This design comes from an exercise in tuning for small area and a short achievable clock period on the open sky130 flow, not from production work.
RTL that was checked went through simulation tests only; none was proved equivalent to the original.

==> run a: inputs <==
## mlt_cplx
module mlt_cplx(in1, in2, op, clock);
input  [47:0] in1, in2;
input         clock;
output [47:0] op;
wire [23:0] ar = in1[47:24], ai = in1[23:0];
wire [23:0] br = in2[47:24], bi = in2[23:0];
wire [4:0] lz_ar, lz_ai, lz_br, lz_bi, tz_ar, tz_ai, tz_br, tz_bi;
wire [2:0] c_ar, c_ai, c_br, c_bi;
fp_opinfo o_ar (.x(ar), .lz(lz_ar), .tz(tz_ar), .c(c_ar));
fp_opinfo o_ai (.x(ai), .lz(lz_ai), .tz(tz_ai), .c(c_ai));
fp_opinfo o_br (.x(br), .lz(lz_br), .tz(tz_br), .c(c_br));
fp_opinfo o_bi (.x(bi), .lz(lz_bi), .tz(tz_bi), .c(c_bi));
wire [23:0] rr, ii, ri, ir;
fp_mulr m1 (.a(ar), .la(lz_ar), .ta(tz_ar), .ca(c_ar), .b(br), .lb(lz_br), .tb(tz_br), .cb(c_br), .z(rr));
fp_mulr m2 (.a(ai), .la(lz_ai), .ta(tz_ai), .ca(c_ai), .b(bi), .lb(lz_bi), .tb(tz_bi), .cb(c_bi), .z(ii));
fp_mulr m3 (.a(ar), .la(lz_ar), .ta(tz_ar), .ca(c_ar), .b(bi), .lb(lz_bi), .tb(tz_bi), .cb(c_bi), .z(ri));
  ...
==> module fp_mulr, before the edit <==
module fp_mulr(a, la, ta, ca, b, lb, tb, cb, z);
input  [23:0] a, b;
input  [4:0]  la, ta, lb, tb;
input  [2:0]  ca, cb;
output reg [23:0] z;
wire        sz  = a[23] ^ b[23];
wire [5:0]  ea  = a[22:17], eb = b[22:17];
wire [5:0]  ea1 = {ea[5:1], ea[0] | ~|ea};
wire [5:0]  eb1 = {eb[5:1], eb[0] | ~|eb};
wire [35:0] pn;
wire [35:0] p = ~pn;
mul18 u_mul (.a({|ea, a[16:0]}), .b({|eb, b[16:0]}), .pn(pn));
wire signed [7:0] lm = 8'sd17 - $signed({3'b000, la}) - $signed({3'b000, lb});
wire signed [7:0] q  = 8'sd49 - $signed({2'b00, ea1}) - $signed({2'b00, eb1});
wire              nf = (lm >= q);                        
wire signed [7:0] l0 = nf ? lm : q;
wire [5:0]        sh = l0[7] ? 6'd0 : (l0[6] ? 6'd63 : l0[5:0]);
wire [7:0]        eb0 = {2'b00, ea1} + {2'b00, eb1} - {3'b000, la} - {3'b000, lb} - 8'd31;
wire [7:0]        eb1x = eb0 + 8'd1;
wire              st = ({2'b00, ta} + {2'b00, tb} + 7'd2) <= {1'b0, sh};
wire [36:0] p2 = {p, 1'b0};
wire [19:0] w  = p2 >> sh;
wire        corr = w[19];
wire [17:0] sig0 = w[18:1],  sig1 = w[19:2];
wire        rup0 = w[0] & (st | sig0[0]);
wire        rup1 = w[1] & (st | w[0] | sig1[0]);
wire [7:0]  ee0  = nf ? eb0 : {7'd0, sig0[17]};
wire [7:0]  ee1  = nf ? eb1x : {7'd0, sig1[17]};
wire [22:0] mag0 = {ee0[5:0], sig0[16:0]} + {22'd0, rup0};
wire [22:0] mag1 = {ee1[5:0], sig1[16:0]} + {22'd0, rup1};
wire        ovf0 = (nf & ((ee0[7:6] != 2'b00) | (&ee0[5:0]))) | (&mag0[22:17]);
wire        ovf1 = (nf & ((ee1[7:6] != 2'b00) | (&ee1[5:0]))) | (&mag1[22:17]);
wire [22:0] mag  = corr ? mag1 : mag0;
wire        ovf  = corr ? ovf1 : ovf0;
always @(*) begin
   if (ca[2] || cb[2] || (ca[1] && cb[0]) || (cb[1] && ca[0]))
      z = 24'h7e0001;
   else if (ca[1] || cb[1] || ovf)
      z = {sz, 6'h3f, 17'd0};
   else if (ca[0] || cb[0])
      z = {sz, 23'd0};
   else
      z = {sz, mag};
end
endmodule
==> flow/config.mk <==
export PLATFORM = sky130hd
export DESIGN_NAME = mlt_cplx
export DESIGN_NICKNAME = mlt_cplx
export VERILOG_FILES = /design/flow/design.v
export SDC_FILE = /design/flow/constraint.sdc
export NUM_CORES = 8
export LEC_CHECK = 0
export CAP_MARGIN = 20
export CORE_MARGIN = 2
export CORE_UTILIZATION = 55
export PLACE_DENSITY = 0.75
export SLEW_MARGIN = 20
export SYNTH_HIERARCHICAL = 1
==> flow/constraint.sdc <==
create_clock -name core_clock -period 35.0 [get_ports {clock}]
set_input_delay 7.0000 -clock core_clock [delete_from_list [all_inputs] [get_ports {clock}]]
set_output_delay 7.0000 -clock core_clock [all_outputs]
set_load 0.01 [all_outputs]
standard.sh (not shown) runs the stock make flow with config.mk's settings and CLKGATE_MAP_FILE= SYNTH_SCRIPT=/design/flow/synth_recipe.tcl, a recipe that flattens the netlist after the stock synthesis.
==> flow/flow/run.sh <==
#!/bin/bash
# Layout flow for this design.
#  1. Synthesis: the standard flow's own synthesis script (ORFS synth.tcl, hierarchical
#     as set in config.mk), changed so that only the full adders of the
#     multiplier arrays (module fa_cell) are mapped to adder cells; the rest
#     of the logic, except the multiplier arrays (module mul18), is
#     flattened just before ABC, which maps it with flow/abc.script.
#     Yosys's early "abc -fast" pass is skipped so that the adders stay as
#     written.  Registers are untouched, so they keep
#     the names and cell types of the standard synthesis.
#  2. Floorplan to finish: the standard steps (standard.sh).
# Each tool's output goes to a log file of its own in this folder.
set -o pipefail
W=$(pwd)
S=$FLOW_HOME/scripts

# synthesis script
sed -e "s|^source \$::env(SCRIPTS_DIR)/synth_preamble.tcl\$|&\nset abc_args [list -script $W/flow/abc.script {*}\$lib_args {*}\$lib_dont_use_args -constr \$::env(OBJECTS_DIR)/abc.constr]|" \
    -e "s|^\(  *\)extract_fa {\*}\[dont_use_extract_fa_args\]\$|\1extract_fa {*}[dont_use_extract_fa_args] fa_cell|" \
    -e "s|^\(  *\)log_cmd abc {\*}\$abc_args\$|\1setattr -mod -unset keep_hierarchy\n\1setattr -mod -set keep_hierarchy 1 mul18\n\1flatten\n\1hierarchy -top \$::env(DESIGN_NAME)\n\1opt_clean -purge\n&|" \
    $S/synth.tcl > my_synth.tcl
sed -e "s|yosys synth -nofsm -noshare|yosys synth -nofsm -noshare -noabc|" \
    -e "s|^source \$::env(SCRIPTS_DIR)/synth.tcl\$|source $W/my_synth.tcl|" \
    synth_recipe.tcl > my_synth_recipe.tcl
diff $S/synth.tcl my_synth.tcl > my_synth.diff
diff synth_recipe.tcl my_synth_recipe.tcl > my_synth_recipe.diff

# the standard make command, for the synthesis target with the script above
MK=$(grep '^make ' standard.sh | sed -e "s|SYNTH_SCRIPT=[^ ]*|SYNTH_SCRIPT=$W/my_synth_recipe.tcl|" -e 's|"\${@:-finish}"|synth|')
eval "$MK" > synth.log 2>&1 || exit 1

# floorplan to finish: port buffers of plain buffers, and the timing repair
# aiming for extra setup slack (the clock and constraints are unchanged)
export BUFFER_PORTS_ARGS="-buffer_cell sky130_fd_sc_hd__buf_4"
export SETUP_SLACK_MARGIN=$(cat flow/margin.txt)
bash standard.sh > standard.log 2>&1
==> flow/flow/abc.script <==
strash
dch
map -B 0.9
topo
stime -c
buffer -c
upsize -c
dnsize -c
==> flow/flow/margin.txt <==
19.5
==> inputs of run b, as changes to run a <==
--- a/flow/design.v
+++ b/flow/design.v
@@ -127,13 +127,9 @@
 wire        corr = w[19];
-wire [17:0] sig0 = w[18:1],  sig1 = w[19:2];
-wire        rup0 = w[0] & (st | sig0[0]);
-wire        rup1 = w[1] & (st | w[0] | sig1[0]);
-wire [7:0]  ee0  = nf ? eb0 : {7'd0, sig0[17]};
-wire [7:0]  ee1  = nf ? eb1x : {7'd0, sig1[17]};
-wire [22:0] mag0 = {ee0[5:0], sig0[16:0]} + {22'd0, rup0};
-wire [22:0] mag1 = {ee1[5:0], sig1[16:0]} + {22'd0, rup1};
-wire        ovf0 = (nf & ((ee0[7:6] != 2'b00) | (&ee0[5:0]))) | (&mag0[22:17]);
-wire        ovf1 = (nf & ((ee1[7:6] != 2'b00) | (&ee1[5:0]))) | (&mag1[22:17]);
-wire [22:0] mag  = corr ? mag1 : mag0;
-wire        ovf  = corr ? ovf1 : ovf0;
+wire [17:0] sig  = corr ? w[19:2] : w[18:1];
+wire        g    = corr ? w[1] : w[0];
+wire        s    = st | (corr & w[0]);
+wire        rup  = g & (s | sig[0]);
+wire [7:0]  ee   = nf ? (corr ? eb1x : eb0) : {7'd0, sig[17]};
+wire [22:0] mag  = {ee[5:0], sig[16:0]} + {22'd0, rup};
+wire        ovf  = (nf & ((ee[7:6] != 2'b00) | (&ee[5:0]))) | (&mag[22:17]);
 always @(*) begin
--- a/flow/config.mk
+++ b/flow/config.mk
@@ -9,3 +9,3 @@
 export CORE_MARGIN = 2
-export CORE_UTILIZATION = 55
+export CORE_UTILIZATION = 40
 export PLACE_DENSITY = 0.75
==> inputs of run c, as changes to run a <==
--- a/flow/design.v
+++ b/flow/design.v
@@ -127,13 +127,9 @@
 wire        corr = w[19];
-wire [17:0] sig0 = w[18:1],  sig1 = w[19:2];
-wire        rup0 = w[0] & (st | sig0[0]);
-wire        rup1 = w[1] & (st | w[0] | sig1[0]);
-wire [7:0]  ee0  = nf ? eb0 : {7'd0, sig0[17]};
-wire [7:0]  ee1  = nf ? eb1x : {7'd0, sig1[17]};
-wire [22:0] mag0 = {ee0[5:0], sig0[16:0]} + {22'd0, rup0};
-wire [22:0] mag1 = {ee1[5:0], sig1[16:0]} + {22'd0, rup1};
-wire        ovf0 = (nf & ((ee0[7:6] != 2'b00) | (&ee0[5:0]))) | (&mag0[22:17]);
-wire        ovf1 = (nf & ((ee1[7:6] != 2'b00) | (&ee1[5:0]))) | (&mag1[22:17]);
-wire [22:0] mag  = corr ? mag1 : mag0;
-wire        ovf  = corr ? ovf1 : ovf0;
+wire [17:0] sig  = corr ? w[19:2] : w[18:1];
+wire        g    = corr ? w[1] : w[0];
+wire        s    = st | (corr & w[0]);
+wire        rup  = g & (s | sig[0]);
+wire [7:0]  ee   = nf ? (corr ? eb1x : eb0) : {7'd0, sig[17]};
+wire [22:0] mag  = {ee[5:0], sig[16:0]} + {22'd0, rup};
+wire        ovf  = (nf & ((ee[7:6] != 2'b00) | (&ee[5:0]))) | (&mag[22:17]);
 always @(*) begin
--- a/flow/flow/run.sh
+++ b/flow/flow/run.sh
@@ -33,3 +33,3 @@
 # aiming for extra setup slack (the clock and constraints are unchanged)
-export BUFFER_PORTS_ARGS="-buffer_cell sky130_fd_sc_hd__buf_4"
+export BUFFER_PORTS_ARGS="-buffer_cell sky130_fd_sc_hd__buf_2"
 export SETUP_SLACK_MARGIN=$(cat flow/margin.txt)
--- a/flow/config.mk
+++ b/flow/config.mk
@@ -9,4 +9,3 @@
 export CORE_MARGIN = 2
-export CORE_UTILIZATION = 55
-export PLACE_DENSITY = 0.75
+export CORE_UTILIZATION = 40
 export SLEW_MARGIN = 20
==> inputs of run d, as changes to run a <==
--- a/flow/design.v
+++ b/flow/design.v
@@ -127,13 +127,9 @@
 wire        corr = w[19];
-wire [17:0] sig0 = w[18:1],  sig1 = w[19:2];
-wire        rup0 = w[0] & (st | sig0[0]);
-wire        rup1 = w[1] & (st | w[0] | sig1[0]);
-wire [7:0]  ee0  = nf ? eb0 : {7'd0, sig0[17]};
-wire [7:0]  ee1  = nf ? eb1x : {7'd0, sig1[17]};
-wire [22:0] mag0 = {ee0[5:0], sig0[16:0]} + {22'd0, rup0};
-wire [22:0] mag1 = {ee1[5:0], sig1[16:0]} + {22'd0, rup1};
-wire        ovf0 = (nf & ((ee0[7:6] != 2'b00) | (&ee0[5:0]))) | (&mag0[22:17]);
-wire        ovf1 = (nf & ((ee1[7:6] != 2'b00) | (&ee1[5:0]))) | (&mag1[22:17]);
-wire [22:0] mag  = corr ? mag1 : mag0;
-wire        ovf  = corr ? ovf1 : ovf0;
+wire [17:0] sig  = corr ? w[19:2] : w[18:1];
+wire        g    = corr ? w[1] : w[0];
+wire        s    = st | (corr & w[0]);
+wire        rup  = g & (s | sig[0]);
+wire [7:0]  ee   = nf ? (corr ? eb1x : eb0) : {7'd0, sig[17]};
+wire [22:0] mag  = {ee[5:0], sig[16:0]} + {22'd0, rup};
+wire        ovf  = (nf & ((ee[7:6] != 2'b00) | (&ee[5:0]))) | (&mag[22:17]);
 always @(*) begin
==> flow/flow/margin.txt (replaced) <==
20.5
--- a/flow/config.mk
+++ b/flow/config.mk
@@ -9,4 +9,3 @@
 export CORE_MARGIN = 2
-export CORE_UTILIZATION = 55
-export PLACE_DENSITY = 0.75
+export CORE_UTILIZATION = 40
 export SLEW_MARGIN = 20
==> notes <==
Via count: run a > run d > run c > run b. Global-route usage: run c is lower than run d (1.3 points). In die area, run b and run c do not differ. Against run d, the worst hold slack of run c is worse by 0.0098 ns. Between run a and run d, the lower area after synthesis is in run d (gap about 3%, measured against run d). Of run d and run b, run d has the higher critical path depth (gap 16).
The RTL of run a was laid out without a check of its function.

## re-timing with driven ports
Ports are ideal in the flow. The routed layouts listed here were re-timed in OpenROAD.
Step 1, drivers: a clkbuf_16 drives clock and a buf_2 each remaining input, both assumed.
Step 2 adds t to the input delays and takes it off the output delays; t is the mean of the earliest and latest rising clock arrival at the registers after step 1. Input paths then give back, and output paths get back, about the clock's delay inside the block.
a / b / c = ideal / step 1 / step 2; a / b = the first two.
| run | shift t [ns] | setup slack, ns | hold slack, ns | worst setup path after step 2 | clock arrival spread, ns |
|---|---|---|---|---|---|
| run a | 0.421 | 19.936 / 19.876 / 19.540 | 6.941 / 6.917 / 7.338 | input to register | 0.010 / 0.009 |
| run b | 0.422 | 19.939 / 19.918 / 19.543 | 7.155 / 7.118 / 7.540 | input to register | 0.010 / 0.010 |
| run c | 0.428 | 19.934 / 19.902 / 19.545 | 7.156 / 7.117 / 7.545 | input to register | 0.010 / 0.010 |
| run d | 0.429 | 20.426 / 20.362 / 20.076 | 7.166 / 7.128 / 7.558 | input to register | 0.020 / 0.021 |
After both steps every run listed still meets setup and hold.
